What follows belongs to an exercise in optimizing a design on an open flow for small area, a short achievable clock period and few clock cycles per item; a production flow would make more cautious choices.
Where RTL was checked, it was by simulation tests only, not by an equivalence proof against the original.
Only the layout flow was run in runs 1 and 2; the RTL was not checked for function there.

<file path="flow/config.mk">
export PLATFORM = sky130hd
export DESIGN_NAME = top
export DESIGN_NICKNAME = top
export VERILOG_FILES = /design/flow/design.v
export SDC_FILE = /design/flow/constraint.sdc
export NUM_CORES = 4
export LEC_CHECK = 0
export CAP_MARGIN = 20
export CORE_MARGIN = 2
export CORE_UTILIZATION = 40
export SETUP_SLACK_MARGIN = 2.5
export SLEW_MARGIN = 20
</file>
<file path="flow/constraint.sdc">
create_clock -name core_clock -period 7.0 [get_ports {clk}]
set_input_delay 1.4000 -clock core_clock [delete_from_list [all_inputs] [get_ports {clk}]]
set_output_delay 1.4000 -clock core_clock [all_outputs]
set_load 0.01 [all_outputs]
</file>
<file path="flow/design.v">
module absdiff (
	input  wire [30:0] x,
	input  wire [30:0] y,
	output wire [30:0] d,
	output wire        xgty,
	output wire        xeqy
);
localparam N = 31;
localparam L = 5;
wire [N-1:0] p0 = ~(x ^ y);
wire [N-1:0] g0 = x & ~y;
reg [N-1:0] G;
reg [N-1:0] P;
reg [N-1:0] c;
integer l, i;
always @* begin
	G = g0;
	P = p0;
	for (l = 0; l < L; l = l + 1)
		for (i = 0; i < N; i = i + 1)
			if ((i >> l) & 1) begin
				G[i] = G[i] | (P[i] & G[((i >> l) << l) - 1]);
				P[i] = P[i] & P[((i >> l) << l) - 1];
			end
	c[0] = G[N-1];
	for (i = 1; i < N; i = i + 1)
		c[i] = G[i-1] | (P[i-1] & G[N-1]);
end
wire gall = G[N-1];
assign d    = p0 ^ c ^ {N{~gall}};
assign xgty = gall;
assign xeqy = P[N-1];
endmodule
module top(
		input wire [31:0] opa,
		input wire [31:0] opb,
		input wire start,
		input wire rst,
		input wire clk,
		output reg done,
		output reg [31:0] result
);
reg        busy;
reg        zf;      
reg        zbp;     
reg        gy;      
reg        gx;      
reg  [4:0] k;
reg [31:0] a;
reg [31:0] b;
wire        xgty;
wire        xeqy;
wire [30:0] dh;
wire [30:0] xh = a[31:1] & {31{gx}};
wire [30:0] yh = b[31:1] & {31{gy}};
absdiff u_absdiff(.x(xh), .y(yh), .d(dh), .xgty(xgty), .xeqy(xeqy));
wire eqt = xeqy & a[0] & b[0];
wire b1  = (b == 32'd1);    
wire fin = zf | eqt | b1;
wire kz  = (k == 5'd0);
always @* begin
	done   = busy & fin & kz;
	result = b;
end
wire accept = start & (~busy | done);
wire [2:0] tz = xh[2:0] ^ yh[2:0];
reg  [30:0] ds;
always @* begin
	if (tz[0])      ds = dh;
	else if (tz[1]) ds = {1'b0, dh[30:1]};
	else if (tz[2]) ds = {2'b0, dh[30:2]};
	else            ds = {3'b0, dh[30:3]};
end
wire opaz = (opa == 32'd0);
wire opbz = (opb == 32'd0);
reg  [4:0] kin;
wire [31:0] oab = opa | opb;
integer i;
always @* begin
	kin = 5'd0;
	for (i = 31; i >= 0; i = i - 1)
		if (oab[i]) kin = i[4:0];
	if (opaz || opbz) kin = 5'd0;
end
always @(posedge clk or negedge rst) begin
	if (~rst) begin
		busy <= 1'b0;
	end else begin
		busy <= start | (busy & ~done);
	end
end
wire zfn = accept ? opaz : (fin | zbp);
wire an0 = accept ? opa[0] : ((|tz) | dh[3]);
wire bn0 = accept ? opb[0] : (~fin & (xgty ? b[0] : a[0]));
always @(posedge clk) begin
	zf  <= zfn;
	gy  <= (an0 | ~bn0) & ~zfn;
	gx  <= bn0;
	zbp <= accept & opbz;
	if (accept) begin
		a <= opa;
		b <= opb;
		k <= kin;
	end else begin
		a <= {1'b0, ds};
		if (fin) begin
			b <= {b[30:0], 1'b0};
			k <= k - 5'd1;
		end else if (~xgty)
			b <= a;
	end
end
endmodule
</file>
<file path="flow/flow/run.sh">
#!/bin/bash
# Standard layout, with plain buf_1 cells as the port buffers.
set -euo pipefail
export BUFFER_PORTS_ARGS="-buffer_cell sky130_fd_sc_hd__buf_1"
bash standard.sh > standard.log 2>&1
</file>
<file path="flow/standard.sh">
#!/bin/bash
# synth_recipe.tcl (not shown) runs the flow's synth.tcl, then flattens the netlist and writes it again
# the make line also repeats each setting of config.mk as NAME=value (left out here)
make -C /OpenROAD-flow-scripts/flow DESIGN_CONFIG=/design/flow/config.mk WORK_HOME=/design/flow/orfs CLKGATE_MAP_FILE= SYNTH_SCRIPT=/design/flow/synth_recipe.tcl "${@:-finish}"
</file>
==> flow_metrics.tcl, run 1 <==
set metrics [dict create \
    grt_usage_pct 27.09 \
    synth_edf_count 37 \
    syn_to_final_growth_pct 12.15 \
    cts_tree "yes" \
    setup_viol 0 \
    async_reset_ff_share_pct 1.351 \
    clock_sinks 74 \
    tightestPinTransition_ns 0.9485 \
    status "finished clean" \
    ioPinCount 100 \
    endpoint_kind "primary output" \
    die_y_um 140.1 \
    drive_gt1_share_pct 8.794 \
    root_buffer "clkbuf_16" \
    synth_cells 931 \
    wl_per_cell_um 22.42 \
    cpMaxStageDelayCell "ha_1" \
    dp_hpwl_um 21540 \
    n_antenna_cell 0 \
    fill_cells 1820 \
    critical_path_class "reg -> out" \
    antenna_found_initial 0 \
    synth_nets 1030 \
    place_congestion 0.9329 \
    grt_overflow 0 \
    slew-limit-headroom_pct 36.18 \
    fin_nets 1106 \
    period_needed_ns 4.336 \
    clk_pin_slew_worst_paths_ns 0.06 \
    fin_tns_setup_ns 0 \
    ys.flop_type "edfxtp_1" \
    syn_area_um2 7405 \
    clockBufferDepth 2 \
    clk_latency_ns 0.33 \
    multi_input_area_um2 5266 \
    dr.pass1.iters 22 \
    drv_slew 0 \
    num_rows 49 \
    dieWidth_um 140.1 \
    cp-start-kind "register" \
    worstPathArrival_ns 2.94 \
    grt_pass1_wl_um 41770 \
    yosys_warnings 2 \
    antenna_left 0 \
    fmax_mhz 230.6 \
    h-tree-depth 3 \
    cap_viol_max_count 0 \
    clock_skew_ns 0.006283 \
    cts_buffers 9 \
    core_um2 18090 \
    synth-seq-area-share_pct 25.08 \
    initialDrtViolationCount 822 \
    rsz0062_at_grt "false" \
    avgViaCountPerCell 6.471 \
    synth-seq-cells 74 \
    hold_viol 0 \
    initial_core_util_pct 40.94 \
    grt_pass1_vias 7355 \
    die_area_um2 19620 \
    via_count 8031 \
    period_share_pct 61.94 \
    cpPeakStageDelay_ns 0.33 \
    drc 0 \
    critical_path.cell_chain "buf_4 -> and2_1 -> ha_1 -> buf_12 -> and3_4 -> nand3_1 -> nor2_4 -> a41oi_4 -> nor3b_1 -> buf_1" \
    seq_area_um2 1857 \
    cts_hold_buf 0 \
    path_max_fanout 43 \
    syn_avg_cell_area_um2 7.953 \
    synth_cell_types 95 \
    grt_max_degree 52 \
    hold_path_class "reg -> reg" \
    critical_path_required_ns 5.60 \
    routed_wl_um 27830 \
    io_buffers 99 \
]
-- cell usage after synthesis, drive strengths merged, types with 9 or more instances --
| library cell | count | area [µm²] |
|---|---|---|
| o221ai | 10 | 87.58 |
| nand3 | 26 | 140.1 |
| dfxtp | 36 | 720.7 |
| a21o | 10 | 75.07 |
| o21ai | 82 | 421.7 |
| nor3 | 28 | 166.4 |
| a21oi | 56 | 302.8 |
| edfxtp | 37 | 1111 |
| o31ai | 9 | 81.33 |
| nor4 | 36 | 240.2 |
| mux2i | 41 | 414.1 |
| o22a | 13 | 113.9 |
| nand4 | 14 | 100.1 |
| and3 | 12 | 76.33 |
| or4 | 11 | 82.58 |
| nor2 | 69 | 269.0 |
| a31oi | 12 | 90.09 |
| nand2b | 10 | 62.56 |
| a211oi | 12 | 95.09 |
| xnor2 | 28 | 260.3 |
| buf | 28 | 172.7 |
| clkbuf | 27 | 101.4 |
| nand2 | 111 | 424.2 |
| and2 | 40 | 250.2 |
| inv | 17 | 63.81 |
| o22ai | 9 | 56.30 |
| ha | 32 | 400.4 |
-- layer usage --
metal	up-vias	track usage, %	part of all wire (%)
met5	-	0	0
met4	0	9.038	3.2
met3	64	4.410	7.7
met2	381	44.08	47
met1	3863	36.75	42
li1	3723	-	-
-- timing repair --
item,4_1_cts,5_1_grt
gates cloned,0,1
endpoints found under the hold margin,0,0
pin swaps,1,2
resized for setup,6,8
buffers inserted,1,10
endpoints found under the setup margin,82,81
-- path summary, 6_finish.rpt --
check                             from        endpoint  slack [ns]  cells after the start
setup / recovery            gx$_DFF_P_            done        2.66                     10
hold / removal             zbp$_DFF_P_      zf$_DFF_P_        0.48                      2
setup reg to reg            gy$_DFF_P_   a[10]$_DFF_P_        2.84                     12
hold reg to reg            zbp$_DFF_P_      zf$_DFF_P_        0.48                      2
max in group asynchronous          rst  busy$_DFF_PN0_        6.06                      1
min in group asynchronous          rst  busy$_DFF_PN0_        0.84                      1
-- cell families after synthesis --
group	Yosys count	share of synthesized area, %
AND/OR/NAND/NOR	375	26.17
buffers and inverters	73	4.613
multiplexers	43	5.897
AO/OA/AOI/OAI	299	28.49
adder cells (fa/ha/maj)	32	5.407
flip-flops	74	25.08
XOR/XNOR	35	4.343
-- area by class of cell --
cell class,instances,area share [%]
inverters,18,0.8136
clock inverters,5,0.3616
flip-flops and latches,74,22.36
multi-input cells,785,63.42
repair buffers,119,6.675
clock buffers,11,2.923
well taps,229,3.450
-- per-stage QoR --
| step | hold slack (ns) | area, µm² | instances | worst slack [ns] | utilization (%) |
|---|---|---|---|---|---|
| final | 0.4812 | 8304 | 1241 | 2.664 | 45.91 |
| after global routing | 0.4975 | 8304 | 1241 | 2.511 | 45.91 |
| after CTS | 0.4774 | 8178 | 1230 | 2.515 | 45.22 |
| after detailed placement | 0.4701 | 7879 | 1213 | 2.154 | 43.56 |
| after global placement | 0.4707 | 7879 | 1213 | 2.290 | 43.56 |
| after floorplan | 0.4375 | 7405 | 931 | 2.931 | - |
-- registers in the layout, summed over array words and instances, names as in the netlist --
signal and flops:
zf 1, busy 1, zbp 1, k 5
gx 1, b 32, a 32, gy 1
-- cell usage in the layout (no fill, tap or decap), types with 12 or more instances in the layout --
| cell | netlist | final |
|---|---|---|
| o22a_1 | 13 | 13 |
| xnor2_1 | 26 | 26 |
| o21ai_0 | 69 | 69 |
| nor2_1 | 67 | 66 |
| nor3_1 | 24 | 24 |
| a21oi_1 | 52 | 52 |
| nand3_1 | 24 | 24 |
| nand2_1 | 110 | 109 |
| inv_1 | 16 | 16 |
| nand4_1 | 12 | 12 |
| edfxtp_1 | 37 | 37 |
| buf_1 | 2 | 99 |
| buf_4 | 4 | 16 |
| ha_1 | 32 | 29 |
| and2_1 | 40 | 39 |
| mux2i_1 | 40 | 40 |
| dfxtp_1 | 36 | 36 |
| nor4_1 | 35 | 35 |
-- worst max-delay path, delay by kind of cell (launching register included) --
family / cells / cell delay, ns
adders and majority gates: 1 / 0.33
and+or+nand+nor: 5 / 1.20
DFF: 1 / 0.29
AOI/OAI and AO/OA: 1 / 0.14
buffers and inverters: 3 / 0.61
==> run 2, diff against run 1 <==
--- a/flow/config.mk
+++ b/flow/config.mk
@@ -8,5 +8,5 @@
 export CAP_MARGIN = 20
 export CORE_MARGIN = 2
 export CORE_UTILIZATION = 40
-export SETUP_SLACK_MARGIN = 2.5
+export SETUP_SLACK_MARGIN = 2.7
 export SLEW_MARGIN = 20
==> flow_metrics.tcl, run 2 <==
set metrics [dict create \
    dieWidth_um 140.1 \
    initialDrtViolationCount 744 \
    grt_overflow 0 \
    critical_path_required_ns 5.60 \
    fin_tns_setup_ns 0 \
    root_buffer "clkbuf_16" \
    clockBufferDepth 2 \
    fin_nets 1109 \
    ys_top_cells_by_area "edfxtp_1 (15%), dfxtp_1 (9.7%), nand2_1 (5.6%)" \
    via_count 8086 \
    core_um2 18090 \
    drc 0 \
    met3_usage_pct 4.581 \
    initial_core_util_pct 40.94 \
    mostFrequentLayoutCells "nand2_1 (109), buf_1 (99), o21ai_0 (69), nor2_1 (66), a21oi_1 (52)" \
    synth_top_cell_by_area "edfxtp_1" \
    grt_pass1_vias 7404 \
    yosysMostFrequentCell "nand2_1" \
    grt_usage_pct 27.29 \
    cp-start-kind "register" \
    die_y_um 140.1 \
    wl_per_cell_um 22.59 \
    cpMaxStageDelayCell "ha_2" \
    cts_buffers 9 \
    r2r_end "a[10]$_DFF_P_" \
    routed_wl_um 28100 \
    dp_hpwl_um 21540 \
    place_congestion 0.9329 \
    n_antenna_cell 0 \
    setup_viol 0 \
    worstPathArrival_ns 2.78 \
    clock_skew_ns 0.005910 \
    grtUsageMet2_pct 44.28 \
    critical_path_class "reg -> out" \
    final_cell_count_no_fill 1244 \
    fmax_mhz 239.1 \
    synth_cell_types 95 \
    r2r-start "gx$_DFF_P_" \
    ys.flop_type "edfxtp_1" \
    syn_avg_cell_area_um2 7.953 \
    avgViaCountPerCell 6.500 \
    syn_area_um2 7405 \
    final_core_util_pct 46.32 \
    cap_viol_max_count 0 \
    min_from "zbp$_DFF_P_" \
    clk_pin_slew_worst_paths_ns 0.06 \
    met1_usage_pct 36.98 \
    yosysTopAreaCellShare_pct 15.01 \
    drive_gt1_share_pct 9.557 \
    h-tree-depth 3 \
    antenna_found_initial 0 \
    synth_edf_count 37 \
    io_buffers 99 \
    hold_end "zf$_DFF_P_" \
    post-place-cells 1213 \
    async_reset_ff_share_pct 1.351 \
    synth-seq-area-share_pct 25.08 \
    grt_max_degree 52 \
    die_area_um2 19620 \
    synth-seq-cells 74 \
    synth_nets 1030 \
    cts_hold_buf 0 \
    hold_depth 2 \
    ioPinCount 100 \
    slew-limit-headroom_pct 35.20 \
    yosys_warnings 2 \
    path_max_fanout 31 \
    critical_path.cell_chain "buf_4 -> and2_1 -> ha_2 -> buf_12 -> and3_4 -> nand3_2 -> nor2_4 -> a41oi_4 -> nor3b_2 -> buf_1" \
    synth_cells 931 \
    gr-max-usage-layer "met2" \
    cts_tree "yes" \
    top_regs "a: 32 flops, b: 32 flops, k: 5 flops" \
    period_share_pct 59.75 \
    cpPeakStageDelay_ns 0.41 \
    tightestPinTransition_ns 0.9632 \
    r2r_slack_ns 2.96 \
    clock_sinks 74 \
    hold_viol 0 \
    rsz0062_at_grt "false" \
    num_rows 49 \
    syn_to_final_growth_pct 13.15 \
    hold_path_class "reg -> reg" \
    rr_worst_depth 12 \
    antenna_left 0 \
    dr.pass1.iters 24 \
    drv_slew 0 \
    grt_pass1_wl_um 42030 \
    clk_latency_ns 0.32 \
    status "finished clean" \
    synthTopCellsByCount "nand2_1 (110), o21ai_0 (69), nor2_1 (67), a21oi_1 (52)" \
    period_needed_ns 4.183 \
    endpoint_kind "primary output" \
    layout_commonest_cell "nand2_1" \
]
run 2: worst max path at each step:
stage                           endpoint  slack, ns       start
after floorplan           b[0]$_DFFE_PP_       2.93  gy$_DFF_P_
after global placement              done       2.29  gy$_DFF_P_
after detailed placement            done       2.15  gy$_DFF_P_
after CTS                           done       2.58  gy$_DFF_P_
after global routing                done       2.74  gx$_DFF_P_
final                               done       2.82  gx$_DFF_P_
run 2: layout make-up:
type / count / area [µm²]
clock buffer: 11 / 242.7
clock inverter: 5 / 30.03
fill: 1816 / 9708
inverter: 18 / 67.56
multi-input combinational: 785 / 5296
sequential: 74 / 1857
tap: 229 / 286.5
timing repair buffer: 122 / 598.1
run 2: stage by stage:
stage / hold WS, ns / cell area (µm²) / worst slack, ns
2_1_floorplan: 0.4375 / 7405 / 2.931
3_3_place_gp: 0.4707 / 7879 / 2.290
3_5_place_dp: 0.4701 / 7879 / 2.154
4_1_cts: 0.4774 / 8213 / 2.579
5_1_grt: 0.4975 / 8378 / 2.741
6_report: 0.4837 / 8378 / 2.817
run 2: kinds of logic (layout without fill, tap and decap cells):
kind of cell	Yosys count	in the layout	share of synthesized area [%]
flops	74	74	25.08
compound gates	299	299	28.49
fa+ha+maj	32	32	5.407
simple gates	375	376	26.17
buf+inv	73	156	4.613
mux	43	43	5.897
xor+xnor	35	35	4.343
run 2: what timing repair did:
| item | 4_1_cts | 5_1_grt |
|---|---|---|
| gates resized for setup | 8 | 14 |
| endpoints found under the setup margin | 106 | 97 |
| setup buffers | 3 | 10 |
| pin swaps | 3 | 2 |
| cloned | 1 | 1 |
run 2: critical path: cells and delay by family (launching register included):
family | cells | cell delay [ns]
buf+inv | 3 | 0.56
compound gates | 1 | 0.14
fa+ha+maj | 1 | 0.41
flops | 1 | 0.29
simple gates | 5 | 1.02
run 2: per-layer routing:
layer / vias to the layer above / part of all wire [%]
met5: - / 0
met4: 0 / 3.3
met3: 64 / 7.8
met2: 405 / 46
met1: 3898 / 42
li1: 3719 / -
==> run 3, diff against run 2 <==
--- a/flow/design.v
+++ b/flow/design.v
@@ -18,9 +18,15 @@
 	P = p0;
 	for (l = 0; l < L; l = l + 1)
 		for (i = 0; i < N; i = i + 1)
-			if ((i >> l) & 1) begin
-				G[i] = G[i] | (P[i] & G[((i >> l) << l) - 1]);
-				P[i] = P[i] & P[((i >> l) << l) - 1];
+			if ((i + 1) % (2 << l) == 0) begin
+				G[i] = G[i] | (P[i] & G[i - (1 << l)]);
+				P[i] = P[i] & P[i - (1 << l)];
+			end
+	for (l = L - 2; l >= 0; l = l - 1)
+		for (i = 0; i < N; i = i + 1)
+			if ((i + 1) % (2 << l) == (1 << l) && i >= (2 << l)) begin
+				G[i] = G[i] | (P[i] & G[i - (1 << l)]);
+				P[i] = P[i] & P[i - (1 << l)];
 			end
 	c[0] = G[N-1];
 	for (i = 1; i < N; i = i + 1)
==> flow_metrics.tcl, run 3 <==
set metrics [dict create \
    crit_top_cell "buf_4" \
    grt_max_degree 55 \
    grt_overflow 0 \
    synth_nets 938 \
    fmax_mhz 238.9 \
    setup_viol 0 \
    period_needed_ns 4.187 \
    final_core_util_pct 46.43 \
    synth_top_cell_by_area "edfxtp_1" \
    yosys_warnings 2 \
    avgViaCountPerCell 6.267 \
    mostFrequentLayoutCells "nand2_1 (119), buf_1 (99), o21ai_0 (68), nor2_1 (63), a21oi_1 (48)" \
    initial_core_util_pct 40.80 \
    post-place-cells 1123 \
    antenna_left 0 \
    core_um2 16580 \
    cts_hold_buf 0 \
    drv_slew 0 \
    root_buffer "clkbuf_16" \
    synthAdderAreaFrac_pct 5.918 \
    cpMaxStageDelayCell "ha_1" \
    period_share_pct 59.81 \
    clockBufferDepth 2 \
    fin_area_um2 7700 \
    io_buffers 99 \
    yosys.area_share.simple_pct 23.86 \
    cpPeakStageDelay_ns 0.44 \
    synth-seq-cells 74 \
    die_y_um 134.1 \
    ys_top_cells_by_area "edfxtp_1 (16%), dfxtp_1 (11%), nand2_1 (6.6%)" \
    dr.pass1.iters 6 \
    synthTopCellsByCount "nand2_1 (119), o21ai_0 (68), nor2_1 (63), a21oi_1 (48), xnor2_1 (41)" \
    syn_avg_cell_area_um2 8.063 \
    cap_viol_max_count 0 \
    final_cell_count_no_fill 1144 \
    clock_skew_ns 0.006565 \
    critical_path.cell_chain "buf_12 -> nand2_1 -> ha_1 -> nand4_1 -> buf_4 -> nor4_4 -> buf_4 -> a31oi_4 -> nor3b_1 -> buf_1" \
    place_congestion 0.9683 \
    async_reset_ff_share_pct 1.351 \
    syn_area_um2 6765 \
    critical_path_required_ns 5.60 \
    clock_sinks 74 \
    top_regs "a: 32 flops, b: 32 flops, k: 5 flops" \
    wl_per_cell_um 21.75 \
    worstPathArrival_ns 2.79 \
    dieWidth_um 134.1 \
    grt_pass1_vias 6670 \
    clk_latency_ns 0.34 \
    status "finished clean" \
    antenna_found_initial 0 \
    hold_path_class "reg -> reg" \
    dp_hpwl_um 19080 \
    h-tree-depth 3 \
    path_delay_family "buffers and inverters" \
    initialDrtViolationCount 1020 \
    slew-limit-headroom_pct 43.45 \
    ioPinCount 100 \
    synth_top_family_by_area "compound AO/OA/AOI/OAI gates" \
    yosysMostFrequentCell "nand2_1" \
    synth-seq-area-share_pct 27.45 \
    crit_buf_inv 4 \
    synth_mux_area_share_pct 5.641 \
    endpoint_kind "primary output" \
    synth_cell_types 78 \
    r2r_slack_ns 2.89 \
    cts_tree "yes" \
    fin_tns_setup_ns 0 \
    die_area_um2 17970 \
    layout_commonest_cell "nand2_1" \
    syn_to_final_growth_pct 13.82 \
    synth_compound_area_share_pct 26.08 \
    whs_ns 0.5218 \
    synth_cells 839 \
    tightestPinTransition_ns 0.8482 \
    ys.flop_type "edfxtp_1" \
    grt_pass1_wl_um 38300 \
    n_antenna_cell 0 \
    synth_edf_count 37 \
    synthXorXnorAreaFrac_pct 7.065 \
    clk_pin_slew_worst_paths_ns 0.06 \
    cts_buffers 9 \
    num_rows 47 \
    yosysTopAreaCellShare_pct 16.42 \
    critical_path_class "reg -> out" \
    via_count 7170 \
    routed_wl_um 24880 \
    path_max_fanout 31 \
    drive_gt1_share_pct 6.710 \
    fin_nets 1018 \
    dpl_cell_area_um2 7248 \
    rsz0062_at_grt "false" \
    cp-start-kind "register" \
    grt_usage_pct 27.45 \
    hold_viol 0 \
    drc 0 \
]
[run 3: cell types whose count changed after synthesis, sizes merged, moves of 8 or more]
| cell | delta |
|---|---|
| buf | -12 |
| nand3 | -14 |
| o22ai | +14 |
| nor3 | -12 |
| o22a | -11 |
| and3 | -8 |
| xnor2 | +16 |
| nand2 | +9 |
[run 3: cell families (layout without fill, tap and decap cells)]
kind of cell             count (synthesis)  count (layout)
AND/OR/NAND/NOR                        325             325
AO/OA/AOI/OAI                          263             263
flip-flops                              74              74
buffers and inverters                   55             140
XOR/XNOR                                52              52
multiplexers                            38              38
adder cells (fa/ha/maj)                 32              32
[run 3: final timing paths]
kind,startpoint,to,cells past startpoint
min in group asynchronous,rst,busy$_DFF_PN0_,1
setup reg to reg,gy$_DFF_P_,a[11]$_DFF_P_,13
hold / removal,zbp$_DFF_P_,zf$_DFF_P_,2
hold reg to reg,zbp$_DFF_P_,zf$_DFF_P_,2
setup / recovery,gy$_DFF_P_,done,10
max in group asynchronous,rst,busy$_DFF_PN0_,1
[run 3: area by class of cell]
| type | count | area (µm²) |
|---|---|---|
| multi-input combinational | 710 | 4707 |
| clock inverter | 4 | 98.84 |
| inverter | 16 | 60.06 |
| clock buffer | 12 | 246.5 |
| sequential | 74 | 1861 |
| fill | 1699 | 8884 |
| tap | 220 | 275.3 |
| timing repair buffer | 108 | 451.7 |
[run 3: through the flow]
stage          setup slack [ns]
3_5_place_dp              2.181
5_1_grt                   2.698
4_1_cts                   2.745
2_1_floorplan             2.942
6_report                  2.813
3_3_place_gp              2.298
[run 3: worst reg2reg max path, delay by kind of cell (launching register included)]
family | cells | cell delay [ns]
xor gates and xnor gates | 1 | 0.49
adders and majority gates | 1 | 0.38
and+or+nand+nor | 3 | 0.45
muxes | 1 | 0.20
DFF | 1 | 0.36
buffers and inverters | 1 | 0.19
AOI/OAI and AO/OA | 6 | 1.97
[run 3: routing by layer]
layer | vias up | GRT usage, % | part of all wire [%]
met4 | 0 | 8.947 | 3.3
met2 | 405 | 40.00 | 42
met3 | 62 | 5.367 | 9.9
met1 | 3361 | 40.59 | 45
met5 | - | 0 | 0
li1 | 3342 | - | -
[run 3: timing repair]
action	in CTS	in global routing
resized for setup	11	4
setup endpoints to repair	100	61
gates cloned	0	0
buffers inserted	2	3
pin swaps	2	3
Testbench counts of run 3, summed over its fixed seeds: cycles 51,745, items 2,400.
==> run 4, diff against run 3 <==
--- a/flow/config.mk
+++ b/flow/config.mk
@@ -8,5 +8,5 @@
 export CAP_MARGIN = 20
 export CORE_MARGIN = 2
 export CORE_UTILIZATION = 40
-export SETUP_SLACK_MARGIN = 2.7
+export SETUP_SLACK_MARGIN = 2.8
 export SLEW_MARGIN = 20
==> flow_metrics.tcl, run 4 <==
set metrics [dict create \
    status "finished clean" \
    r2r_slack_ns 2.93 \
    critical_path.cell_chain "buf_12 -> nand2_1 -> ha_4 -> nand4_1 -> or2_4 -> nor3_4 -> a31oi_4 -> nor3b_2 -> buf_1" \
    dp_hpwl_um 19080 \
    final_core_util_pct 47.17 \
    synth-seq-cells 74 \
    fill_cells 1690 \
    grt_usage_pct 27.49 \
    yosysMostFrequentCell "nand2_1" \
    post-place-cells 1123 \
    critical_path_class "reg -> out" \
    core_um2 16580 \
    cts_hold_buf 0 \
    dieWidth_um 134.1 \
    layout_commonest_cell "nand2_1" \
    yosys_warnings 2 \
    hold_end "zf$_DFF_P_" \
    hold_path_class "reg -> reg" \
    die_area_um2 17970 \
    rr_worst_depth 13 \
    synth_edf_count 37 \
    fin_nets 1026 \
    fin_tns_setup_ns 0 \
    cts_tree "yes" \
    die_y_um 134.1 \
    async_reset_ff_share_pct 1.351 \
    num_rows 47 \
    path_delay_family "simple AND/OR/NAND/NOR gates" \
    routed_wl_um 25320 \
    n_antenna_cell 0 \
    r2r-start "gy$_DFF_P_" \
    fmax_mhz 242.8 \
    syn_to_final_growth_pct 15.63 \
    endpoint_kind "primary output" \
    met3_usage_pct 5.367 \
    gr-max-usage-layer "met1" \
    drv_slew 0 \
    synth_top_cell_by_area "edfxtp_1" \
    slew-limit-headroom_pct 49.48 \
    synth-seq-area-share_pct 27.45 \
    mostFrequentLayoutCells "nand2_1 (119), buf_1 (99), o21ai_0 (68), nor2_1 (63), a21oi_1 (48)" \
    drive_gt1_share_pct 7.940 \
    met1_usage_pct 40.58 \
    h-tree-depth 3 \
    clk_pin_slew_worst_paths_ns 0.06 \
    worstPathArrival_ns 2.72 \
    place_congestion 0.9683 \
    hold_depth 2 \
    io_buffers 99 \
    clk_latency_ns 0.34 \
    ioPinCount 100 \
    cp-start-kind "register" \
    min_from "zbp$_DFF_P_" \
    synthTopCellsByCount "nand2_1 (119), o21ai_0 (68), nor2_1 (63), a21oi_1 (48), xnor2_1 (41)" \
    initialDrtViolationCount 1167 \
    crit_buf_inv 2 \
    period_needed_ns 4.119 \
    dr.pass1.iters 6 \
    syn_area_um2 6765 \
    clockBufferDepth 2 \
    initial_core_util_pct 40.80 \
    path_max_fanout 31 \
    top_regs "a: 32 flops, b: 32 flops, k: 5 flops" \
    yosysTopAreaCellShare_pct 16.42 \
    grt_pass1_wl_um 38390 \
    tightestPinTransition_ns 0.7509 \
    r2r_end "a[18]$_DFF_P_" \
    hold_viol 0 \
    syn_avg_cell_area_um2 8.063 \
    setup_viol 0 \
    cap_viol_max_count 0 \
    synth_cell_types 78 \
    via_count 7271 \
    synth_nets 938 \
    avgViaCountPerCell 6.312 \
    period_share_pct 58.85 \
    drc 0 \
    ys_top_cells_by_area "edfxtp_1 (16%), dfxtp_1 (11%), nand2_1 (6.6%)" \
    antenna_found_initial 0 \
    cts_buffers 9 \
    clock_sinks 74 \
    clock_skew_ns 0.008932 \
    grt_pass1_vias 6691 \
    cpPeakStageDelay_ns 0.39 \
    ys.flop_type "edfxtp_1" \
    cpMaxStageDelayCell "ha_4" \
    synth_cells 839 \
    antenna_left 0 \
    final_cell_count_no_fill 1152 \
    grt_max_degree 55 \
    wl_per_cell_um 21.98 \
    root_buffer "clkbuf_16" \
    grtUsageMet2_pct 40.14 \
    rsz0062_at_grt "false" \
    grt_overflow 0 \
    critical_path_required_ns 5.60 \
]
## run 4: what timing repair did
| item | 4_1_cts | 5_1_grt |
|---|---|---|
| setup endpoints to repair | 102 | 57 |
| pin swaps | 4 | 3 |
| cloned | 0 | 1 |
| resized for setup | 13 | 10 |
| setup buffers | 4 | 8 |
| hold endpoints to repair | 0 | 0 |
## run 4: logic make-up (layout without fill, tap and decap cells)
| group | count (synthesis) | count (layout) | synth area share (%) |
|---|---|---|---|
| AOI/OAI and AO/OA | 263 | 264 | 26.08 |
| xor gates and xnor gates | 52 | 52 | 7.065 |
| adders and majority gates | 32 | 32 | 5.918 |
| buffers and inverters | 55 | 147 | 3.995 |
| DFF | 74 | 74 | 27.45 |
| muxes | 38 | 38 | 5.641 |
| and+or+nand+nor | 325 | 325 | 23.86 |
## run 4: per-stage QoR
step	area (µm²)	setup slack (ns)	hold slack, ns
2_1_floorplan	6765	2.942	0.4374
3_3_place_gp	7248	2.298	0.4955
3_5_place_dp	7248	2.181	0.5107
4_1_cts	7686	2.810	0.5187
5_1_grt	7823	2.798	0.5385
6_report	7823	2.881	0.5297
## run 4: cell type report
| class | instances | area, µm² | share of cell area, % |
|---|---|---|---|
| repair buffers | 115 | 504.2 | 6.446 |
| flip-flops and latches | 74 | 1861 | 23.78 |
| clock inverters | 4 | 98.84 | 1.264 |
| multi-input cells | 711 | 4777 | 61.07 |
| clock buffers | 12 | 246.5 | 3.151 |
| inverters | 16 | 60.06 | 0.7678 |
| well taps | 220 | 275.3 | 3.519 |
## run 4: worst max path at each step
stage | startpoint | end | slack, ns | cells past startpoint
3_3_place_gp | gx$_DFF_P_ | a[9]$_DFF_P_ | 2.30 | 12
4_1_cts | gy$_DFF_P_ | done | 2.81 | 9
3_5_place_dp | gx$_DFF_P_ | a[9]$_DFF_P_ | 2.18 | 12
2_1_floorplan | gy$_DFF_P_ | done | 2.94 | 11
6_report | gy$_DFF_P_ | done | 2.88 | 9
5_1_grt | gy$_DFF_P_ | done | 2.80 | 9
## run 4: routing by layer
| metal | share of wire (%) | vias up |
|---|---|---|
| li1 | - | 3349 |
| met1 | 45 | 3438 |
| met2 | 42 | 412 |
| met3 | 9.4 | 72 |
| met4 | 3.1 | 0 |
| met5 | 0 | - |
## run 4: worst register-to-register path: stages (launching register included)
cell	delay, ns
dfxtp_1	0.37
buf_12	0.20
nand2_1	0.11
ha_1	0.44
nand4_1	0.27
buf_4	0.24
nor2_1	0.08
a221o_1	0.23
nand3_1	0.32
a31o_4	0.47
xnor2_1	0.19
xnor2_1	0.42
o22ai_1	0.14
a221oi_1	0.47
==> run 5, diff against run 4 <==
--- a/flow/config.mk
+++ b/flow/config.mk
@@ -8,5 +8,6 @@
 export CAP_MARGIN = 20
 export CORE_MARGIN = 2
 export CORE_UTILIZATION = 40
+export CTS_BUF_LIST = sky130_fd_sc_hd__clkbuf_8
 export SETUP_SLACK_MARGIN = 2.8
 export SLEW_MARGIN = 20
==> flow_metrics.tcl, run 5 <==
set metrics [dict create \
    clockBufferDepth 2 \
    syn_to_final_growth_pct 14.87 \
    mostFrequentLayoutCells "nand2_1 (119), buf_1 (99), o21ai_0 (68), nor2_1 (63), a21oi_1 (48)" \
    initialDrtViolationCount 1254 \
    synth_cells 839 \
    critical_path.cell_chain "buf_12 -> nand2_1 -> ha_1 -> nand4_1 -> nor4_4 -> a31oi_4 -> nor3b_2 -> buf_1" \
    fin_ws_ns 2.879 \
    grt_pass1_wl_um 38350 \
    cts_tree "yes" \
    h-tree-depth 3 \
    fmax_mhz 242.7 \
    place_ws_ns 2.181 \
    synth_compound_area_share_pct 26.08 \
    routed.top_layer "met4" \
    via_count 7222 \
    synth_top_cell_by_area "edfxtp_1" \
    fin_tns_setup_ns 0 \
    grt_overflow 0 \
    n_antenna_cell 0 \
    ioPinCount 100 \
    crit_buf_inv 2 \
    ys_top_cells_by_area "edfxtp_1 (16%), dfxtp_1 (11%), nand2_1 (6.6%)" \
    async_reset_ff_share_pct 1.351 \
    synth_nets 938 \
    synth-seq-area-share_pct 27.45 \
    yosysMostFrequentCell "nand2_1" \
    dieWidth_um 134.1 \
    dr.pass1.iters 6 \
    yosys_warnings 2 \
    synthXorXnorAreaFrac_pct 7.065 \
    cts_buffers 9 \
    synthTopCellsByCount "nand2_1 (119), o21ai_0 (68), nor2_1 (63), a21oi_1 (48), xnor2_1 (41)" \
    fin_nets 1030 \
    setup_viol 0 \
    drc 0 \
    antenna_left 0 \
    grt_usage_pct 27.46 \
    cpPeakStageDelay_ns 0.46 \
    die_y_um 134.1 \
    top_regs "a: 32 flops, b: 32 flops, k: 5 flops" \
    fill_cells 1698 \
    die_area_um2 17970 \
    avgViaCountPerCell 6.247 \
    worstPathArrival_ns 2.72 \
    ys.flop_type "edfxtp_1" \
    root_buffer "clkbuf_8" \
    wl_per_cell_um 21.87 \
    drive_gt1_share_pct 8.440 \
    wl_met3_um 2344 \
    tightestPinTransition_ns 0.9104 \
    grt_max_degree 55 \
    grt_pass1_vias 6667 \
    hold_path_class "reg -> reg" \
    place_congestion 0.9683 \
    rsz0062_at_grt "true" \
    period_needed_ns 4.121 \
    path_delay_family "simple AND/OR/NAND/NOR gates" \
    cpMaxStageDelayCell "nor4_4" \
    synth-seq-cells 74 \
    synth_mux_area_share_pct 5.641 \
    status "finished clean" \
    critical_path_class "reg -> out" \
    endpoint_kind "primary output" \
    initial_core_util_pct 40.80 \
    critical_path_required_ns 5.60 \
    io_buffers 99 \
    slew-limit-headroom_pct 39.30 \
    dr_wl_met2_um 10630 \
    synth_cell_types 78 \
    yosysTopAreaCellShare_pct 16.42 \
    clock_skew_ns 0.009223 \
    layout_commonest_cell "nand2_1" \
    routed_wl_um 25280 \
    clk_latency_ns 0.37 \
    synth_top_family_by_area "compound AO/OA/AOI/OAI gates" \
    antenna_found_initial 0 \
    hold_viol 0 \
    wl_met1_um 11560 \
    yosys.area_share.simple_pct 23.86 \
    synth_edf_count 37 \
    syn_avg_cell_area_um2 8.063 \
    core_um2 16580 \
    dp_hpwl_um 19080 \
    synthAdderAreaFrac_pct 5.918 \
    clock_sinks 74 \
    drv_slew 0 \
    final_core_util_pct 46.86 \
    period_share_pct 58.87 \
    clk_pin_slew_worst_paths_ns 0.08 \
    cap_viol_max_count 0 \
    num_rows 47 \
    syn_area_um2 6765 \
    cp-start-kind "register" \
    path_max_fanout 31 \
]
## run 5: path summary, 6_finish.rpt
path | slack, ns | depth (start not counted) | end | startpoint
worst max-delay path | 2.88 | 8 | done | gy$_DFF_P_
worst min-delay path | 0.52 | 2 | zf$_DFF_P_ | zbp$_DFF_P_
worst max register to register | 2.97 | 13 | a[18]$_DFF_P_ | gy$_DFF_P_
worst min register to register | 0.52 | 2 | zf$_DFF_P_ | zbp$_DFF_P_
max in group asynchronous | 6.12 | 1 | busy$_DFF_PN0_ | rst
min in group asynchronous | 0.79 | 1 | busy$_DFF_PN0_ | rst
## run 5: kinds of logic (layout without fill, tap and decap cells)
| group | after synthesis | count (layout) |
|---|---|---|
| and+or+nand+nor | 325 | 325 |
| AOI/OAI and AO/OA | 263 | 264 |
| buffers and inverters | 55 | 151 |
| xor gates and xnor gates | 52 | 52 |
| muxes | 38 | 38 |
| DFF | 74 | 74 |
| adders and majority gates | 32 | 32 |
## run 5: layout make-up
class	count	area, µm²	share of cell area (%)
tap	220	275.3	3.542
clock buffer	10	137.6	1.771
sequential	74	1861	23.94
multi-input combinational	711	4785	61.57
timing repair buffer	119	546.8	7.036
inverter	16	60.06	0.7728
clock inverter	6	106.4	1.369
## run 5: through the flow
stage          area [µm²]  instances  hold WS, ns
2_1_floorplan        6765        839       0.4374
3_3_place_gp         7248       1123       0.4955
3_5_place_dp         7248       1123       0.5107
4_1_cts              7600       1145       0.5216
5_1_grt              7771       1156       0.5416
6_report             7771       1156       0.5207
## run 5: repair_timing
action                     in CTS  in global routing
cloned                          0                  1
buffers inserted                6                 10
resized for setup              13                 11
pin swaps                       5                  6
setup endpoints to repair     102                 47
hold buffers                    0                  0
## run 5: worst reg2reg max path, stage by stage (launching register included)
cell and delay [ns]:
dfxtp_1 0.37, buf_12 0.20, nand2_1 0.11, ha_1 0.44, nand4_1 0.28, buf_4 0.24
nor2_1 0.08, a221o_1 0.22, nand3_1 0.33, a31o_4 0.48, xnor2_1 0.19, xnor2_1 0.42
o22ai_1 0.13, a221oi_1 0.42
## run 5: layer usage
layer | up-vias | global-route usage [%]
met1 | 3404 | 40.86
met4 | 0 | 9.123
met3 | 60 | 4.951
met5 | - | 0
li1 | 3348 | -
met2 | 410 | 39.94
==> run 6, diff against run 5 <==
--- a/flow/config.mk
+++ b/flow/config.mk
@@ -9,5 +9,5 @@
 export CORE_MARGIN = 2
 export CORE_UTILIZATION = 40
 export CTS_BUF_LIST = sky130_fd_sc_hd__clkbuf_8
-export SETUP_SLACK_MARGIN = 2.8
+export SETUP_SLACK_MARGIN = 2.9
 export SLEW_MARGIN = 20
==> flow_metrics.tcl, run 6 <==
set metrics [dict create \
    slew-limit-headroom_pct 47.23 \
    wl_per_cell_um 22.33 \
    cpPeakStageDelay_ns 0.45 \
    drc 0 \
    synth_nets 938 \
    via_count 7244 \
    fill_cells 1699 \
    yosysTopAreaCellShare_pct 16.42 \
    die_y_um 134.1 \
    syn_avg_cell_area_um2 8.063 \
    final_cell_count_no_fill 1153 \
    drive_gt1_share_pct 8.682 \
    dr.pass1.iters 6 \
    synth-seq-cells 74 \
    multi_input_area_um2 4827 \
    fin_ws_ns 2.913 \
    clk_latency_ns 0.37 \
    period_needed_ns 4.087 \
    worstPathArrival_ns 2.69 \
    routed_wl_um 25740 \
    hold_viol 0 \
    tightestPinTransition_ns 0.7844 \
    seq_area_um2 1864 \
    yosys_warnings 2 \
    fmax_mhz 244.7 \
    n_antenna_cell 0 \
    initial_core_util_pct 40.80 \
    cp-start-kind "register" \
    syn_area_um2 6765 \
    top_regs "a: 32 flops, b: 32 flops, k: 5 flops" \
    synthTopCellsByCount "nand2_1 (119), o21ai_0 (68), nor2_1 (63), a21oi_1 (48), xnor2_1 (41)" \
    routed.top_layer "met4" \
    die_area_um2 17970 \
    ys.flop_type "edfxtp_1" \
    synth_edf_count 37 \
    fin_nets 1027 \
    critical_path.cell_chain "buf_12 -> nand2_1 -> ha_1 -> nand4_1 -> nor4_4 -> a31oi_4 -> nor3b_2 -> buf_1" \
    cpMaxStageDelayCell "nor4_4" \
    grt_max_degree 55 \
    fin_tns_setup_ns 0 \
    synth_top_cell_by_area "edfxtp_1" \
    dieWidth_um 134.1 \
    status "finished clean" \
    period_share_pct 58.38 \
    clock_sinks 74 \
    layout_commonest_cell "nand2_1" \
    dp_hpwl_um 19080 \
    wl_met3_um 2523 \
    synth-seq-area-share_pct 27.45 \
    initialDrtViolationCount 1208 \
    place_congestion 0.9683 \
    clockBufferDepth 2 \
    ioPinCount 100 \
    async_reset_ff_share_pct 1.351 \
    antenna_found_initial 0 \
    antenna_left 0 \
    drv_slew 0 \
    cap_viol_max_count 0 \
    num_rows 47 \
    clk_pin_slew_worst_paths_ns 0.08 \
    grt_pass1_wl_um 38610 \
    synth_cell_types 78 \
    core_um2 16580 \
    grt_overflow 0 \
    critical_path_class "reg -> out" \
    dr_wl_met2_um 10840 \
    root_buffer "clkbuf_8" \
    path_max_fanout 16 \
    ys_top_cells_by_area "edfxtp_1 (16%), dfxtp_1 (11%), nand2_1 (6.6%)" \
    wl_met1_um 11560 \
    whs_ns 0.5146 \
    setup_viol 0 \
    place_ws_ns 2.181 \
    cts_buffers 9 \
    h-tree-depth 3 \
    cts_tree "yes" \
    endpoint_kind "primary output" \
    clock_skew_ns 0.01054 \
    avgViaCountPerCell 6.283 \
    rsz0062_at_grt "true" \
    grt_usage_pct 27.70 \
    hold_path_class "reg -> reg" \
    mostFrequentLayoutCells "nand2_1 (119), buf_1 (99), o21ai_0 (68), nor2_1 (63), a21oi_1 (48)" \
    syn_to_final_growth_pct 15.18 \
    synth_cells 839 \
    critical_path_required_ns 5.60 \
    grt_pass1_vias 6743 \
    post-place-cells 1123 \
    io_buffers 99 \
    yosysMostFrequentCell "nand2_1" \
]
## run 6: cell counts after synthesis
No cell type changed its count.
## run 6: critical path, delay by kind of cell (launching register included)
family | cells | cell delay, ns
AND/OR/NAND/NOR | 4 | 1.01
AO/OA/AOI/OAI | 1 | 0.19
buffers and inverters | 2 | 0.33
adder cells (fa/ha/maj) | 1 | 0.37
flip-flops | 1 | 0.41
## run 6: cell type report
| class | count | share of cell area (%) |
|---|---|---|
| Multi-Input combinational cell | 712 | 61.95 |
| Tap cell | 220 | 3.532 |
| Inverter | 16 | 0.7707 |
| Sequential cell | 74 | 23.92 |
| Clock buffer | 10 | 1.766 |
| Timing Repair Buffer | 115 | 6.696 |
| Clock inverter | 6 | 1.365 |
## run 6: worst paths after layout
check | from | endpoint | slack [ns] | cells past startpoint
min in group asynchronous | rst | busy$_DFF_PN0_ | 0.79 | 1
worst max register to register | gy$_DFF_P_ | a[11]$_DFF_P_ | 3.04 | 13
worst min register to register | zbp$_DFF_P_ | zf$_DFF_P_ | 0.51 | 2
worst min-delay path | zbp$_DFF_P_ | zf$_DFF_P_ | 0.51 | 2
max in group asynchronous | rst | busy$_DFF_PN0_ | 6.12 | 1
worst max-delay path | gy$_DFF_P_ | done | 2.91 | 8
## run 6: layer usage
metal / global-route usage (%) / vias to the layer above
li1: - / 3351
met1: 41.09 / 3400
met2: 40.34 / 435
met3: 4.762 / 58
met4: 9.708 / 0
met5: 0 / -
## run 6: through the flow
step	cell area, µm²	util, %
floorplan	6765	-
global placement	7248	43.71
detailed placement	7248	43.71
CTS	7660	46.19
global route	7792	46.99
finish	7792	46.99
## run 6: kinds of logic after synthesis
group | Yosys count | share of synthesized area [%]
AND/OR/NAND/NOR | 325 | 23.86
flip-flops | 74 | 27.45
XOR/XNOR | 52 | 7.065
AO/OA/AOI/OAI | 263 | 26.08
multiplexers | 38 | 5.641
buffers and inverters | 55 | 3.995
adder cells (fa/ha/maj) | 32 | 5.918
## run 6: what timing repair did
item / in CTS / in global routing
hold buffers: 0 / 0
setup endpoints to repair: 102 / 57
gates cloned: 0 / 3
gates resized for setup: 20 / 13
setup buffers: 9 / 2
pin swaps: 7 / 5
==> run 7, diff against run 6 <==
--- a/flow/config.mk
+++ b/flow/config.mk
@@ -9,5 +9,6 @@
 export CORE_MARGIN = 2
 export CORE_UTILIZATION = 40
 export CTS_BUF_LIST = sky130_fd_sc_hd__clkbuf_8
+export CTS_CLUSTER_SIZE = 30
 export SETUP_SLACK_MARGIN = 2.9
 export SLEW_MARGIN = 20
==> flow_metrics.tcl, run 7 <==
set metrics [dict create \
    status "finished clean" \
    syn_area_um2 6765 \
    drive_gt1_share_pct 8.682 \
    dp_hpwl_um 19080 \
    period_needed_ns 4.087 \
    clockBufferDepth 2 \
    ys_top_cells_by_area "edfxtp_1 (16%), dfxtp_1 (11%), nand2_1 (6.6%)" \
    met3_usage_pct 4.762 \
    path_max_fanout 16 \
    grt_pass1_vias 6743 \
    fill_cells 1699 \
    clk_latency_ns 0.37 \
    antenna_found_initial 0 \
    slew-limit-headroom_pct 47.23 \
    clk_pin_slew_worst_paths_ns 0.08 \
    fin_tns_setup_ns 0 \
    cts_hold_buf 0 \
    dpl_cell_area_um2 7248 \
    routed_wl_um 25740 \
    synthTopCellsByCount "nand2_1 (119), o21ai_0 (68), nor2_1 (63), a21oi_1 (48), xnor2_1 (41)" \
    cts_buffers 9 \
    whs_ns 0.5146 \
    drc 0 \
    synth_cell_types 78 \
    ioPinCount 100 \
    wl_per_cell_um 22.33 \
    core_um2 16580 \
    syn_avg_cell_area_um2 8.063 \
    num_rows 47 \
    initialDrtViolationCount 1208 \
    avgViaCountPerCell 6.283 \
    top_regs "a: 32 flops, b: 32 flops, k: 5 flops" \
    via_count 7244 \
    yosysTopAreaCellShare_pct 16.42 \
    yosysMostFrequentCell "nand2_1" \
    layout_commonest_cell "nand2_1" \
    period_share_pct 58.38 \
    critical_path_class "reg -> out" \
    n_antenna_cell 0 \
    ys.flop_type "edfxtp_1" \
    grt_usage_pct 27.70 \
    io_buffers 99 \
    gr-max-usage-layer "met1" \
    root_buffer "clkbuf_8" \
    clock_sinks 74 \
    endpoint_kind "primary output" \
    async_reset_ff_share_pct 1.351 \
    die_y_um 134.1 \
    post-place-cells 1123 \
    synth-seq-cells 74 \
    rsz0062_at_grt "true" \
    initial_core_util_pct 40.80 \
    fin_nets 1027 \
    grt_overflow 0 \
    synth-seq-area-share_pct 27.45 \
    hold_viol 0 \
    synth_top_cell_by_area "edfxtp_1" \
    die_area_um2 17970 \
    grt_pass1_wl_um 38610 \
    place_congestion 0.9683 \
    hold_path_class "reg -> reg" \
    synth_edf_count 37 \
    synth_cells 839 \
    clock_skew_ns 0.01054 \
    critical_path_required_ns 5.60 \
    cap_viol_max_count 0 \
    fin_area_um2 7792 \
    dieWidth_um 134.1 \
    met1_usage_pct 41.09 \
    drv_slew 0 \
    dr.pass1.iters 6 \
    tightestPinTransition_ns 0.7844 \
    yosys_warnings 2 \
    synth_nets 938 \
    setup_viol 0 \
    grt_max_degree 55 \
    antenna_left 0 \
    final_cell_count_no_fill 1153 \
    cts_tree "yes" \
    worstPathArrival_ns 2.69 \
    cp-start-kind "register" \
    mostFrequentLayoutCells "nand2_1 (119), buf_1 (99), o21ai_0 (68), nor2_1 (63), a21oi_1 (48)" \
    syn_to_final_growth_pct 15.18 \
    h-tree-depth 3 \
    grtUsageMet2_pct 40.34 \
    fmax_mhz 244.7 \
]
==> run 7: cell counts in the layout (fill, tap and decap cells not counted) <==
Identical to the previous run, type by type.
==> run 7: cell type report <==
cell class / count / area (µm²) / area share, %
Timing Repair Buffer: 115 / 521.8 / 6.696
Clock buffer: 10 / 137.6 / 1.766
Clock inverter: 6 / 106.4 / 1.365
Inverter: 16 / 60.06 / 0.7707
Sequential cell: 74 / 1864 / 23.92
Tap cell: 220 / 275.3 / 3.532
Multi-Input combinational cell: 712 / 4827 / 61.95
==> run 7: what timing repair did <==
| item | CTS | global route |
|---|---|---|
| pin swaps | 7 | 5 |
| cloned | 0 | 3 |
| setup buffers | 9 | 2 |
| endpoints found under the setup margin | 102 | 57 |
| resized for setup | 20 | 13 |
==> run 7: cell families after synthesis <==
kind of cell	share of synthesized area (%)
fa+ha+maj	5.918
flops	27.45
mux	5.641
xor+xnor	7.065
simple gates	23.86
buf+inv	3.995
compound gates	26.08
==> run 7: worst max-delay path: stages (launching register included) <==
cell     delay, ns
dfxtp_4       0.41
buf_12        0.16
nand2_1       0.07
ha_1          0.37
nand4_1       0.25
nor4_4        0.45
a31oi_4       0.19
nor3b_2       0.24
buf_1         0.17
==> run 7: worst paths after layout <==
| check | cells past startpoint | startpoint | end | slack, ns |
|---|---|---|---|---|
| max reg2reg | 13 | gy$_DFF_P_ | a[11]$_DFF_P_ | 3.04 |
| min in group asynchronous | 1 | rst | busy$_DFF_PN0_ | 0.79 |
| min reg2reg | 2 | zbp$_DFF_P_ | zf$_DFF_P_ | 0.51 |
| min | 2 | zbp$_DFF_P_ | zf$_DFF_P_ | 0.51 |
| max in group asynchronous | 1 | rst | busy$_DFF_PN0_ | 6.12 |
| max | 8 | gy$_DFF_P_ | done | 2.91 |
==> run 7: layer usage <==
layer / vias up / part of all wire (%)
li1: 3351 / -
met5: - / 0
met1: 3400 / 45
met4: 0 / 3.2
met3: 58 / 9.8
met2: 435 / 42
==> run 7: stage by stage <==
| stage | util [%] | setup slack, ns |
|---|---|---|
| 6_report | 46.99 | 2.913 |
| 3_3_place_gp | 43.71 | 2.298 |
| 4_1_cts | 46.19 | 2.902 |
| 5_1_grt | 46.99 | 2.852 |
| 3_5_place_dp | 43.71 | 2.181 |
| 2_1_floorplan | - | 2.942 |
==> run 8, diff against run 7 <==
--- a/flow/config.mk
+++ b/flow/config.mk
@@ -9,6 +9,6 @@
 export CORE_MARGIN = 2
 export CORE_UTILIZATION = 40
 export CTS_BUF_LIST = sky130_fd_sc_hd__clkbuf_8
-export CTS_CLUSTER_SIZE = 30
+export CTS_CLUSTER_SIZE = 20
 export SETUP_SLACK_MARGIN = 2.9
 export SLEW_MARGIN = 20
==> flow_metrics.tcl, run 8 <==
set metrics [dict create \
    drc 0 \
    initialDrtViolationCount 1208 \
    num_rows 47 \
    synth_top_cell_by_area "edfxtp_1" \
    hold_path_class "reg -> reg" \
    place_ws_ns 2.181 \
    synth_cells 839 \
    worstPathArrival_ns 2.69 \
    root_buffer "clkbuf_8" \
    die_y_um 134.1 \
    antenna_left 0 \
    avgViaCountPerCell 6.283 \
    synth_edf_count 37 \
    top_regs "a: 32 flops, b: 32 flops, k: 5 flops" \
    critical_path.cell_chain "buf_12 -> nand2_1 -> ha_1 -> nand4_1 -> nor4_4 -> a31oi_4 -> nor3b_2 -> buf_1" \
    period_share_pct 58.38 \
    dr.pass1.iters 6 \
    fmax_mhz 244.7 \
    synthTopCellsByCount "nand2_1 (119), o21ai_0 (68), nor2_1 (63), a21oi_1 (48), xnor2_1 (41)" \
    h-tree-depth 3 \
    dp_hpwl_um 19080 \
    clock_sinks 74 \
    setup_viol 0 \
    yosysMostFrequentCell "nand2_1" \
    endpoint_kind "primary output" \
    tightestPinTransition_ns 0.7844 \
    cts_buffers 9 \
    cpMaxStageDelayCell "nor4_4" \
    clk_pin_slew_worst_paths_ns 0.08 \
    met1_usage_pct 41.09 \
    rsz0062_at_grt "true" \
    yosys.area_share.simple_pct 23.86 \
    clockBufferDepth 2 \
    ioPinCount 100 \
    synth-seq-area-share_pct 27.45 \
    hold_viol 0 \
    io_buffers 99 \
    final_core_util_pct 46.99 \
    n_antenna_cell 0 \
    synthXorXnorAreaFrac_pct 7.065 \
    cp-start-kind "register" \
    clk_latency_ns 0.37 \
    grt_usage_pct 27.70 \
    grt_overflow 0 \
    grt_pass1_wl_um 38610 \
    dieWidth_um 134.1 \
    synthAdderAreaFrac_pct 5.918 \
    fin_tns_setup_ns 0 \
    cap_viol_max_count 0 \
    ys.flop_type "edfxtp_1" \
    fill_cells 1699 \
    clock_skew_ns 0.01054 \
    fin_ws_ns 2.913 \
    path_max_fanout 16 \
    synth_nets 938 \
    grt_max_degree 55 \
    via_count 7244 \
    grt_pass1_vias 6743 \
    core_um2 16580 \
    grtUsageMet2_pct 40.34 \
    cts_tree "yes" \
    syn_area_um2 6765 \
    antenna_found_initial 0 \
    period_needed_ns 4.087 \
    synth_mux_area_share_pct 5.641 \
    synth-seq-cells 74 \
    synth_compound_area_share_pct 26.08 \
    ys_top_cells_by_area "edfxtp_1 (16%), dfxtp_1 (11%), nand2_1 (6.6%)" \
    layout_commonest_cell "nand2_1" \
    post-place-cells 1123 \
    synth_cell_types 78 \
    synth_top_family_by_area "compound AO/OA/AOI/OAI gates" \
    gr-max-usage-layer "met1" \
    wl_per_cell_um 22.33 \
    syn_avg_cell_area_um2 8.063 \
    met3_usage_pct 4.762 \
    critical_path_class "reg -> out" \
    async_reset_ff_share_pct 1.351 \
    routed_wl_um 25740 \
    fin_nets 1027 \
    die_area_um2 17970 \
    critical_path_required_ns 5.60 \
    mostFrequentLayoutCells "nand2_1 (119), buf_1 (99), o21ai_0 (68), nor2_1 (63), a21oi_1 (48)" \
    yosys_warnings 2 \
    status "finished clean" \
    yosysTopAreaCellShare_pct 16.42 \
    syn_to_final_growth_pct 15.18 \
    initial_core_util_pct 40.80 \
    final_cell_count_no_fill 1153 \
    cts_hold_buf 0 \
    drv_slew 0 \
    place_congestion 0.9683 \
    drive_gt1_share_pct 8.682 \
    slew-limit-headroom_pct 47.23 \
    cpPeakStageDelay_ns 0.45 \
]
[run 8: cell counts after synthesis]
Identical to the previous run, type by type.
[run 8: cell type report]
cell class                      count  area [µm²]  share of cell area (%)
Clock buffer                       10       137.6                   1.766
Clock inverter                      6       106.4                   1.365
Inverter                           16       60.06                  0.7707
Multi-Input combinational cell    712        4827                   61.95
Sequential cell                    74        1864                   23.92
Tap cell                          220       275.3                   3.532
Timing Repair Buffer              115       521.8                   6.696
[run 8: worst max-delay path, delay by kind of cell, from the launching register on]
family | cells | cell delay (ns)
compound gates | 1 | 0.19
fa+ha+maj | 1 | 0.37
buf+inv | 2 | 0.33
flops | 1 | 0.41
simple gates | 4 | 1.01
[run 8: timing repair]
action / 4_1_cts / 5_1_grt
gates cloned: 0 / 3
pin swaps: 7 / 5
endpoints found under the setup margin: 102 / 57
buffers inserted: 9 / 2
gates resized for setup: 20 / 13
[run 8: per-stage QoR]
step	hold slack (ns)	area (µm²)
2_1_floorplan	0.4374	6765
3_3_place_gp	0.4955	7248
3_5_place_dp	0.5107	7248
4_1_cts	0.5216	7660
5_1_grt	0.5422	7792
6_report	0.5146	7792
[run 8: worst paths after layout]
kind | from | to | slack [ns] | depth (start not counted)
setup / recovery | gy$_DFF_P_ | done | 2.91 | 8
hold / removal | zbp$_DFF_P_ | zf$_DFF_P_ | 0.51 | 2
setup reg to reg | gy$_DFF_P_ | a[11]$_DFF_P_ | 3.04 | 13
hold reg to reg | zbp$_DFF_P_ | zf$_DFF_P_ | 0.51 | 2
max in group asynchronous | rst | busy$_DFF_PN0_ | 6.12 | 1
min in group asynchronous | rst | busy$_DFF_PN0_ | 0.79 | 1
[run 8: kinds of logic after synthesis]
logic type,Yosys count
muxes,38
AOI/OAI and AO/OA,263
and+or+nand+nor,325
adders and majority gates,32
DFF,74
buffers and inverters,55
xor gates and xnor gates,52
[run 8: per-layer routing]
metal / part of all wire [%] / vias to the layer above
met4: 3.2 / 0
met5: 0 / -
li1: - / 3351
met2: 42 / 435
met1: 45 / 3400
met3: 9.8 / 58
==> run 9, diff against run 8 <==
--- a/flow/config.mk
+++ b/flow/config.mk
@@ -8,7 +8,5 @@
 export CAP_MARGIN = 20
 export CORE_MARGIN = 2
 export CORE_UTILIZATION = 40
-export CTS_BUF_LIST = sky130_fd_sc_hd__clkbuf_8
-export CTS_CLUSTER_SIZE = 20
 export SETUP_SLACK_MARGIN = 2.9
 export SLEW_MARGIN = 20
==> flow_metrics.tcl, run 9 <==
set metrics [dict create \
    grt_pass1_vias 6719 \
    clock_sinks 74 \
    critical_path_class "reg -> out" \
    dpl_cell_area_um2 7248 \
    grt_overflow 0 \
    status "finished clean" \
    place_ws_ns 2.181 \
    syn_to_final_growth_pct 17.61 \
    core_um2 16580 \
    clk_pin_slew_worst_paths_ns 0.06 \
    syn_area_um2 6765 \
    clk_latency_ns 0.34 \
    cp-start-kind "register" \
    num_rows 47 \
    mostFrequentLayoutCells "nand2_1 (119), buf_1 (99), o21ai_0 (68), nor2_1 (63), a21oi_1 (48)" \
    synth_top_family_by_area "compound AO/OA/AOI/OAI gates" \
    top_regs "a: 32 flops, b: 32 flops, k: 5 flops" \
    avgViaCountPerCell 6.316 \
    dp_hpwl_um 19080 \
    layout_commonest_cell "nand2_1" \
    drive_gt1_share_pct 9.468 \
    synth_edf_count 37 \
    hold_path_class "reg -> reg" \
    io_buffers 99 \
    cts_tree "yes" \
    period_needed_ns 4.043 \
    ys_top_cells_by_area "edfxtp_1 (16%), dfxtp_1 (11%), nand2_1 (6.6%)" \
    synth_mux_area_share_pct 5.641 \
    drv_slew 0 \
    fin_nets 1034 \
    synth_top_cell_by_area "edfxtp_1" \
    synth_cells 839 \
    yosysTopAreaCellShare_pct 16.42 \
    root_buffer "clkbuf_16" \
    drc 0 \
    critical_path_required_ns 5.60 \
    grt_usage_pct 27.64 \
    fin_ws_ns 2.957 \
    rsz0062_at_grt "false" \
    syn_avg_cell_area_um2 8.063 \
    clockBufferDepth 2 \
    path_max_fanout 16 \
    final_cell_count_no_fill 1160 \
    synthTopCellsByCount "nand2_1 (119), o21ai_0 (68), nor2_1 (63), a21oi_1 (48), xnor2_1 (41)" \
    setup_viol 0 \
    period_share_pct 57.76 \
    fmax_mhz 247.3 \
    h-tree-depth 3 \
    ys.flop_type "edfxtp_1" \
    ioPinCount 100 \
    antenna_found_initial 0 \
    yosys.area_share.simple_pct 23.86 \
    routed_wl_um 25920 \
    die_area_um2 17970 \
    endpoint_kind "primary output" \
    synth-seq-cells 74 \
    dieWidth_um 134.1 \
    fin_tns_setup_ns 0 \
    fin_area_um2 7956 \
    post-place-cells 1123 \
    synthXorXnorAreaFrac_pct 7.065 \
    wl_per_cell_um 22.35 \
    synth_cell_types 78 \
    cap_viol_max_count 0 \
    async_reset_ff_share_pct 1.351 \
    cts_hold_buf 0 \
    via_count 7327 \
    initial_core_util_pct 40.80 \
    grt_pass1_wl_um 38560 \
    clock_skew_ns 0.005969 \
    grt_max_degree 55 \
    hold_viol 0 \
    cts_buffers 9 \
    antenna_left 0 \
    slew-limit-headroom_pct 43.46 \
    yosysMostFrequentCell "nand2_1" \
    synth-seq-area-share_pct 27.45 \
    synthAdderAreaFrac_pct 5.918 \
    place_congestion 0.9683 \
    synth_nets 938 \
    initialDrtViolationCount 1165 \
    final_core_util_pct 47.98 \
    n_antenna_cell 0 \
    synth_compound_area_share_pct 26.08 \
    dr.pass1.iters 7 \
    whs_ns 0.5245 \
    worstPathArrival_ns 2.64 \
    yosys_warnings 2 \
    die_y_um 134.1 \
    tightestPinTransition_ns 0.8449 \
    fill_cells 1673 \
]
## run 9: metal layers
| layer | vias up | GRT usage (%) | part of all wire [%] |
|---|---|---|---|
| li1 | 3369 | - | - |
| met1 | 3435 | 41.05 | 44 |
| met2 | 453 | 40.37 | 42 |
| met3 | 70 | 4.913 | 10 |
| met4 | 0 | 9.123 | 3.6 |
| met5 | - | 0 | 0 |
## run 9: path summary, 6_finish.rpt
check | to | from | slack (ns) | cells after the start
setup / recovery | done | gy$_DFF_P_ | 2.96 | 9
hold / removal | zf$_DFF_P_ | zbp$_DFF_P_ | 0.52 | 2
setup reg to reg | a[13]$_DFF_P_ | gy$_DFF_P_ | 3.00 | 15
hold reg to reg | zf$_DFF_P_ | zbp$_DFF_P_ | 0.52 | 2
max in group asynchronous | busy$_DFF_PN0_ | rst | 6.09 | 1
min in group asynchronous | busy$_DFF_PN0_ | rst | 0.81 | 1
## run 9: cell type report
class	instances	area (µm²)	area share, %
multi-input cells	713	4845	60.89
flip-flops and latches	74	1864	23.43
repair buffers	121	566.8	7.124
well taps	220	275.3	3.460
clock buffers	12	246.5	3.098
clock inverters	4	98.84	1.242
inverters	16	60.06	0.7548
## run 9: cell families after synthesis
family	Yosys count
and+or+nand+nor	325
AOI/OAI and AO/OA	263
DFF	74
buffers and inverters	55
xor gates and xnor gates	52
muxes	38
adders and majority gates	32
## run 9: timing repair
action | in CTS | in global routing
resized for setup | 16 | 18
setup endpoints to repair | 102 | 64
buffers inserted | 7 | 10
pin swaps | 7 | 7
cloned | 0 | 4
## run 9: critical path, stage by stage, from the launching register on
cell and delay, ns:
dfxtp_4 0.41, buf_12 0.17, nand2_1 0.07, ha_1 0.37, nand4_1 0.25, nor4_4 0.30
buf_4 0.17, a31oi_4 0.14, nor3b_2 0.24, buf_1 0.17

## port drivers added, routing unchanged
How much do the figures lean on ideal ports? The routed layouts below were timed once more, with nothing changed but the port constraints.
Step 1 (the two cells are an assumption about what drives the block):
set clk [get_ports {clk}]
set_driving_cell -lib_cell sky130_fd_sc_hd__clkbuf_16 $clk
set_driving_cell -lib_cell sky130_fd_sc_hd__buf_2 [delete_from_list [all_inputs] $clk]
Step 2 also shifts input and output timing later by t, the mid clock arrival at the registers, as if the neighbouring blocks saw the same clock.
Slacks: no drivers / after step 1 / after step 2; pairs: no drivers / after step 1.
run | t, ns | slack for setup (ns) | worst setup path at the end | worst register clock-pin slew, ns | worst slew at a driven data input, ns
run 1 | 0.362 | 2.664 / 2.624 / 2.839 | register to register | 0.06 / 0.06 | 0.04
run 2 | 0.361 | 2.817 / 2.777 / 2.957 | register to register | 0.06 / 0.06 | 0.04
run 3 | 0.377 | 2.813 / 2.774 / 2.895 | register to register | 0.06 / 0.06 | 0.05
run 4 | 0.376 | 2.881 / 2.841 / 2.928 | register to register | 0.06 / 0.06 | 0.04
run 5 | 0.397 | 2.879 / 2.843 / 2.968 | register to register | 0.09 / 0.09 | 0.04
run 6 | 0.397 | 2.913 / 2.878 / 3.042 | register to register | 0.09 / 0.09 | 0.04
run 7 | 0.397 | 2.913 / 2.878 / 3.042 | register to register | 0.09 / 0.09 | 0.04
run 8 | 0.397 | 2.913 / 2.878 / 3.042 | register to register | 0.09 / 0.09 | 0.04
run 9 | 0.379 | 2.957 / 2.916 / 2.996 | register to register | 0.06 / 0.06 | 0.04
After both steps setup and hold are still met in every run listed.
